Background: an optimization exercise with open tools, aiming at small area. Do not read the settings as production practice.
The RTL of this run was laid out without a check of its function.
No activity file was given, so power comes from the tool's default toggle rates.

--- config.mk ---
export PLATFORM = sky130hd
export DESIGN_NAME = battleship
export DESIGN_NICKNAME = battleship
export VERILOG_FILES = /design/flow/design.v
export SDC_FILE = /design/flow/constraint.sdc
export NUM_CORES = 4
export LEC_CHECK = 0
export ABC_AREA = 1
export CAP_MARGIN = 20
export CORE_MARGIN = 2
export CORE_UTILIZATION = 25
export SLEW_MARGIN = 20
--- standard.sh ---
#!/bin/bash
# synth_recipe.tcl (not shown) runs the flow's synth.tcl, then flattens the netlist and writes it again
# the make line also repeats each setting of config.mk as NAME=value (left out here)
make -C /OpenROAD-flow-scripts/flow DESIGN_CONFIG=/design/flow/config.mk WORK_HOME=/design/flow/orfs CLKGATE_MAP_FILE= SYNTH_SCRIPT=/design/flow/synth_recipe.tcl "${@:-finish}"
--- flow/run.sh ---
#!/bin/bash
bash standard.sh > standard.log 2>&1
--- constraint.sdc ---
create_clock -name core_clock -period 10.0 [get_ports {clk}]
set_input_delay 2.0000 -clock core_clock [delete_from_list [all_inputs] [get_ports {clk}]]
set_output_delay 2.0000 -clock core_clock [all_outputs]
set_load 0.01 [all_outputs]
--- design.v ---
module battleship (
  input            clk  ,
  input            rst  ,
  input            start,
  input      [1:0] X    ,
  input      [1:0] Y    ,
  input            pAb  ,
  input            pBb  ,
  output reg [7:0] disp0,
  output reg [7:0] disp1,
  output reg [7:0] disp2,
  output reg [7:0] disp3,
  output reg [7:0] led
);
localparam [3:0] IDLE       = 4'b0000;
localparam [3:0] SHOW_SCORE = 4'b0001;
localparam [3:0] SHOW_A     = 4'b0010;
localparam [3:0] SHOW_B     = 4'b0011;
localparam [3:0] A_IN       = 4'b0100;
localparam [3:0] B_IN       = 4'b0101;
localparam [3:0] ERROR_A    = 4'b0110;
localparam [3:0] ERROR_B    = 4'b0111;
localparam [3:0] A_SHOOT    = 4'b1000;
localparam [3:0] B_SHOOT    = 4'b1001;
localparam [3:0] A_SINK     = 4'b1010;
localparam [3:0] B_SINK     = 4'b1011;
localparam [3:0] A_WIN      = 4'b1100;
localparam [3:0] B_WIN      = 4'b1101;
reg [3:0]  state;
reg [3:0]  nstate;
reg [15:0] A_map;
reg [15:0] B_map;
reg [2:0]  ca;
reg [2:0]  cb;
reg [5:0]  timer;
reg        Z;
function [7:0] seg2;
  input [1:0] v;
  case (v)
    2'd0: seg2 = 8'b00111111;
    2'd1: seg2 = 8'b00000110;
    2'd2: seg2 = 8'b01011011;
    2'd3: seg2 = 8'b01001111;
  endcase
endfunction
function [7:0] segs;
  input [2:0] v;
  segs = v[2] ? seg2(v[1:0]) : 8'b01100110;
endfunction
wire [3:0] idx   = {Y, X};
wire [15:0] dec  = 16'd1 << idx;
wire       cellA = A_map[idx];
wire       cellB = B_map[idx];
wire [5:0] tinc;
assign tinc[0] = ~timer[0];
assign tinc[1] = timer[0] ? ~timer[1] : timer[1];
assign tinc[2] = &timer[1:0] ? ~timer[2] : timer[2];
assign tinc[3] = &timer[2:0] ? ~timer[3] : timer[3];
assign tinc[4] = &timer[3:0] ? ~timer[4] : timer[4];
assign tinc[5] = &timer[4:0] ? ~timer[5] : timer[5];
wire       tend  = timer[5] & timer[4] & timer[1];    
wire s_a_in    = (state == A_IN);
wire s_b_in    = (state == B_IN);
wire s_a_shoot = (state == A_SHOOT);
wire s_b_shoot = (state == B_SHOOT);
wire togA = (s_a_in & pAb & ~cellA) | (s_b_shoot & pBb & cellA);
wire togB = (s_b_in & pBb & ~cellB) | (s_a_shoot & pAb & cellB);
wire incA = (s_a_in & pAb & ~cellA) | (s_a_shoot & pAb & cellB);
wire incB = (s_b_in & pBb & ~cellB) | (s_b_shoot & pBb & cellA);
always @(posedge clk or posedge rst) begin
  if (rst) begin
    state <= IDLE;
    A_map <= 16'b0;
    B_map <= 16'b0;
    ca    <= 3'b0;
    cb    <= 3'b0;
  end else begin
    state <= nstate;
    A_map <= A_map ^ ({16{togA}} & dec);
    B_map <= B_map ^ ({16{togB}} & dec);
    ca <= {incA & ca[1] & ca[0] ? ~ca[2] : ca[2], incA & ca[0] ? ~ca[1] : ca[1], incA ? ~ca[0] : ca[0]};
    cb <= {incB & cb[1] & cb[0] ? ~cb[2] : cb[2], incB & cb[0] ? ~cb[1] : cb[1], incB ? ~cb[0] : cb[0]};
  end
end
always @(posedge clk) begin
  case (state)
    IDLE, A_IN, B_IN, A_SHOOT, B_SHOOT: timer <= 6'd0;
    A_WIN, B_WIN: timer <= (timer == 6'd49) ? 6'd0 : tinc;
    default: timer <= tinc;
  endcase
  if (s_a_shoot & pAb) Z <= cellB;
  if (s_b_shoot & pBb) Z <= cellA;
end
always @(*) begin
  nstate = state;
  case (state)
    IDLE:       if (start) nstate = SHOW_A;
    SHOW_A:     if (tend) nstate = A_IN;
    ERROR_A:    if (tend) nstate = A_IN;
    SHOW_B:     if (tend) nstate = B_IN;
    ERROR_B:    if (tend) nstate = B_IN;
    SHOW_SCORE: if (tend) nstate = A_SHOOT;
    A_IN:       if (pAb) nstate = cellA ? ERROR_A : (ca[1] & ca[0]) ? SHOW_B : A_IN;
    B_IN:       if (pBb) nstate = cellB ? ERROR_B : (cb[1] & cb[0]) ? SHOW_SCORE : B_IN;
    A_SHOOT:    if (pAb) nstate = A_SINK;
    B_SHOOT:    if (pBb) nstate = B_SINK;
    A_SINK:     if (tend) nstate = ca[2] ? B_SHOOT : A_WIN;
    B_SINK:     if (tend) nstate = cb[2] ? A_SHOOT : B_WIN;
    default:    nstate = state;
  endcase
end
always @(*) begin
  disp3 = 8'b0;
  disp2 = 8'b0;
  disp1 = 8'b0;
  disp0 = 8'b0;
  led   = 8'b0;
  case (state)
    IDLE: begin
      disp3 = 8'b00000110; disp2 = 8'b01011110; disp1 = 8'b00111000; disp0 = 8'b01111001;
      led = 8'b10011001;
    end
    SHOW_A: disp3 = 8'b01110111;
    SHOW_B: disp3 = 8'b01111100;
    ERROR_A, ERROR_B: begin
      disp3 = 8'b01111001; disp2 = 8'b01010000; disp1 = 8'b01010000; disp0 = 8'b01011100;
      led = 8'b10011001;
    end
    SHOW_SCORE: begin
      disp3 = 8'b00111111; disp2 = 8'b01000000; disp1 = 8'b01000000; disp0 = 8'b00111111;
      led = 8'b10011001;
    end
    A_IN: begin
      disp1 = seg2(X); disp0 = seg2(Y);
      led = {2'b10, ca[1:0], 4'b0000};
    end
    B_IN: begin
      disp1 = seg2(X); disp0 = seg2(Y);
      led = {4'b0000, cb[1:0], 2'b01};
    end
    A_SHOOT, B_SHOOT: begin
      disp1 = seg2(X); disp0 = seg2(Y);
      led = {2'b10, ca[1:0], cb[1:0], 2'b00};
    end
    A_SINK, B_SINK: begin
      disp3 = segs(ca); disp2 = 8'b01000000; disp1 = 8'b01000000; disp0 = segs(cb);
      led = {8{Z}};
    end
    A_WIN: begin
      disp3 = 8'b01110111; disp2 = 8'b01100110; disp1 = 8'b01000000; disp0 = seg2(cb[1:0]);
      led = {8{timer < 6'd25}};
    end
    B_WIN: begin
      disp3 = 8'b01111100; disp2 = seg2(ca[1:0]); disp1 = 8'b01000000; disp0 = 8'b01100110;
      led = {8{timer < 6'd25}};
    end
    default: ;
  endcase
end
endmodule
==> flow_summary.json <==
{
  "fin_setup_tns_ns": 0,
  "portBuffers": 44,
  "setup-violations-final": 0,
  "route.vias.total": 3452,
  "drt-initial-drc-count": 265,
  "fin_ws_ns": 4.05,
  "pin_count": 49,
  "grt_max_degree": 43,
  "ant_nets": 0,
  "postCtsSetupBuffers": 0,
  "synth_top_cell_by_area": "dfrtp_1",
  "final_cells": 772,
  "mappedNetlistArea_sq_um": 3500,
  "power.density_nw_per_um2": 297,
  "outcome": "finished clean",
  "synth_top_flop_cell": "dfrtp_1",
  "firstDrtPassIters": 5,
  "grt_usage_pct": 13.6,
  "die-area_sq_um": 15000,
  "grt-ovfl-total": 0,
  "irDropWorstVdd_uv": 110,
  "fin_util_pct": 30.4,
  "worst_slew_pin_slew_ns": 0.629,
  "dpl.hpwl_um": 7580,
  "path_clk_slew_ns": 0.06,
  "skew_ns": 0.00671,
  "pre_cts_slack_ns": 4.06,
  "p_comb_share_pct": 60.6,
  "clock_latency_ns": 0.29,
  "cp_top_family": "buffers and inverters",
  "grt_pass1_vias": 3105,
  "hold_start": "timer[0]",
  "cts_root_buf": "clkbuf_16",
  "period_needed_ns": 5.95,
  "nFillCells": 1530,
  "core_sq_um": 13800,
  "cts_tree": "done",
  "antenna_found_initial": 0,
  "numPlacedInstances": 764,
  "start_util_pct": 25.4,
  "max_freq_mhz": 168,
  "ys_seq_elements": 49,
  "crit_chain": "clkdlybuf4s50_1, inv_1, nand2_1, o21ai_0, clkdlybuf4s50_1",
  "cp_common_cell": "clkdlybuf4s50_1",
  "finalHoldViolations": 0,
  "ys_warn_count": 1,
  "worstPathRequired_ns": 8.00,
  "whs_path_depth": 1,
  "finalCritPeriodShare_pct": 59.5,
  "antenna_cells": 0,
  "routedWlPerCell_um": 12.8,
  "yosysSeqAreaShare_pct": 34.3,
  "cts-resized-gates": 0,
  "die_w_um": 122,
  "cts_max_path_buffers": 2,
  "fp.dieH_um": 122,
  "end_kind": "output pin",
  "worst-path-buf-inv": 3,
  "routed_wl_um": 9880,
  "drt-vias-per-instance": 4.47,
  "synth_top_area_share_pct": 30.0,
  "switching_share_pct": 45.3,
  "slowest_delay_ns": 0.58,
  "finalMaxSlewViolations": 0,
  "p_sw_uw": 564,
  "seq_power_share_pct": 25.6,
  "synthDistinctLibCells": 32,
  "pwr-share-clk_pct": 13.8,
  "slew_headroom_pct": 57.9,
  "synth.avg_cell_area_sq_um": 6.32,
  "p_int_uw": 681,
  "synth_edf_count": 1,
  "synth.most_common_cell": "nand2_1",
  "drc_errors": 0,
  "yosys-top-cells-count": "nand2_1 (222), inv_1 (68), nor2_1 (68)",
  "cts-buffers-inserted": 5,
  "hp-class": "register to register",
  "timing.rr.end": "state[3]",
  "worst-r2r-setup-slack_ns": 7.82,
  "fin_nets": 605,
  "r2r_cells": 8,
  "grt_pass1_wl_um": 15900,
  "slowest_stage": "clkdlybuf4s50_1",
  "min_to": "timer[0]",
  "r2r_start": "state[2]",
  "rsz0062_at_grt": "false",
  "synth.area.top_cells": "dfrtp_1 (30%), nand2_1 (24%), inv_1 (7.3%)",
  "p_leak_uw": 0.00207,
  "hold_buffers": 0,
  "crit_type": "primary input to output pin",
  "synth_cells": 554,
  "worstSetupStartpointType": "primary input",
  "area_growth_pct": 19.7,
  "async_reset_ff_share_pct": 85.7,
  "cts.htree.levels": 2,
  "drive_gt1_share_pct": 4.39,
  "critPathArrivalTime_ns": 3.95,
  "cts_sinks": 49,
  "placementRows": 43,
  "power.total_uw": 1240,
  "path_max_fanout": 11,
  "maxCapViolCount": 0,
  "gp_congestion": 0.920
}
## sequential cells by signal, indices dropped and copies added, names as in the netlist
signal / flops
state: 4
Z: 1
A_map: 16
cb: 3
timer: 6
B_map: 16
ca: 3
## power by group through the flow
stage                     clock, uW  sequential (uW)  combinational, uW
after detailed placement          0              320                756
after CTS                       178              318                759
after floorplan                   0              298                420
after global placement            0              322                754
final                           172              319                754
after global routing            186              327                832
## final cells by class
| class | count | area [sq um] | area share, % |
|---|---|---|---|
| tap | 180 | 225 | 5.37 |
| inverter | 72 | 270 | 6.45 |
| sequential | 49 | 1200 | 28.6 |
| timing repair buffer | 46 | 455 | 10.9 |
| clock buffer | 5 | 125 | 2.98 |
| multi-input combinational | 417 | 1890 | 45.2 |
| clock inverter | 3 | 22.5 | 0.537 |
## worst max-delay path by stage
stage | from | end | slack (ns) | cells after the start
floorplan | X[1] | disp1[5] | 5.23 | 4
global placement | X[1] | disp1[5] | 4.08 | 5
detailed placement | X[1] | disp1[5] | 4.06 | 5
CTS | X[1] | disp1[5] | 4.06 | 5
global route | X[1] | disp1[5] | 3.90 | 5
finish | X[1] | disp1[5] | 4.05 | 5
## cell families (layout without fill, tap and decap cells)
family          Yosys count  count (layout)  share of synthesized area [%]
compound gates           52              52                           8.75
xor+xnor                  4               4                           1.00
fa+ha+maj                 5               5                           1.79
buf+inv                  91             126                           12.0
flops                    49              49                           34.3
other cells               1               4                          0.107
simple gates            352             352                           42.1
## cell usage in the layout, fill, tap and decap left out, types with 2 or more instances in the layout
cell,n
dfxtp_1,6
a21oi_1,4
nand3_1,30
o2111ai_1,5
nor2_1,68
xor2_1,2
nor2_4,2
clkbuf_16,5
clkdlybuf4s50_1,44
nand2_2,6
conb_1,4
o21ai_2,2
dfrtp_1,42
nand3b_1,16
o21ai_1,6
buf_4,2
o21ai_0,27
nand4_1,3
nand2_1,222
inv_1,67
nor3_1,3
clkinv_4,2
ha_1,5
o211ai_1,4
inv_2,4
xnor2_1,2
## worst reg2reg max path: cells and delay by family (launching register included)
kind / cells / cell delay, ns
DFF: 1 / 0.40
AOI/OAI and AO/OA: 2 / 0.32
and+or+nand+nor: 5 / 1.31
buffers and inverters: 1 / 0.08
## per-layer routing
metal / vias to the layer above / GRT usage [%] / wire [um]
li1: 1790 / - / -
met1: 1578 / 18.2 / 4820
met2: 77 / 22.4 / 4500
met3: 7 / 2.37 / 444
met4: 0 / 3.81 / 112
met5: - / 0 / 0
## through the flow
| stage | cell area [sq um] | hold WS [ns] |
|---|---|---|
| global route | 4190 | 0.500 |
| CTS | 4190 | 0.476 |
| global placement | 4050 | 0.452 |
| detailed placement | 4050 | 0.459 |
| floorplan | 3510 | 0.433 |
| finish | 4190 | 0.470 |

port drivers added, routing unchanged:
In the flow no input, the clock included, has a driving cell. The finished layout below was timed again as built, in two steps. Step 1 assumes that a clkbuf_16 drives the clock port and a buf_2 every other input. Step 2 times the ports against the registers' clock, not the clock port: input delays grow and output delays shrink by t, the midpoint of the rising clock arrivals with the driver on. a / b / c = ideal ports / drivers / drivers and shift; a / b = the first two.
shift t [ns]: 0.330
setup WS [ns]: 4.053 / 4.017 / 4.017
worst setup path at the end: input to output
worst slew at a driven data input, ns: 0.04
After both steps this run still meets setup and hold. For this run, drivers alone change the setup slack by -0.036 ns; drivers and shift together by -0.036 ns.
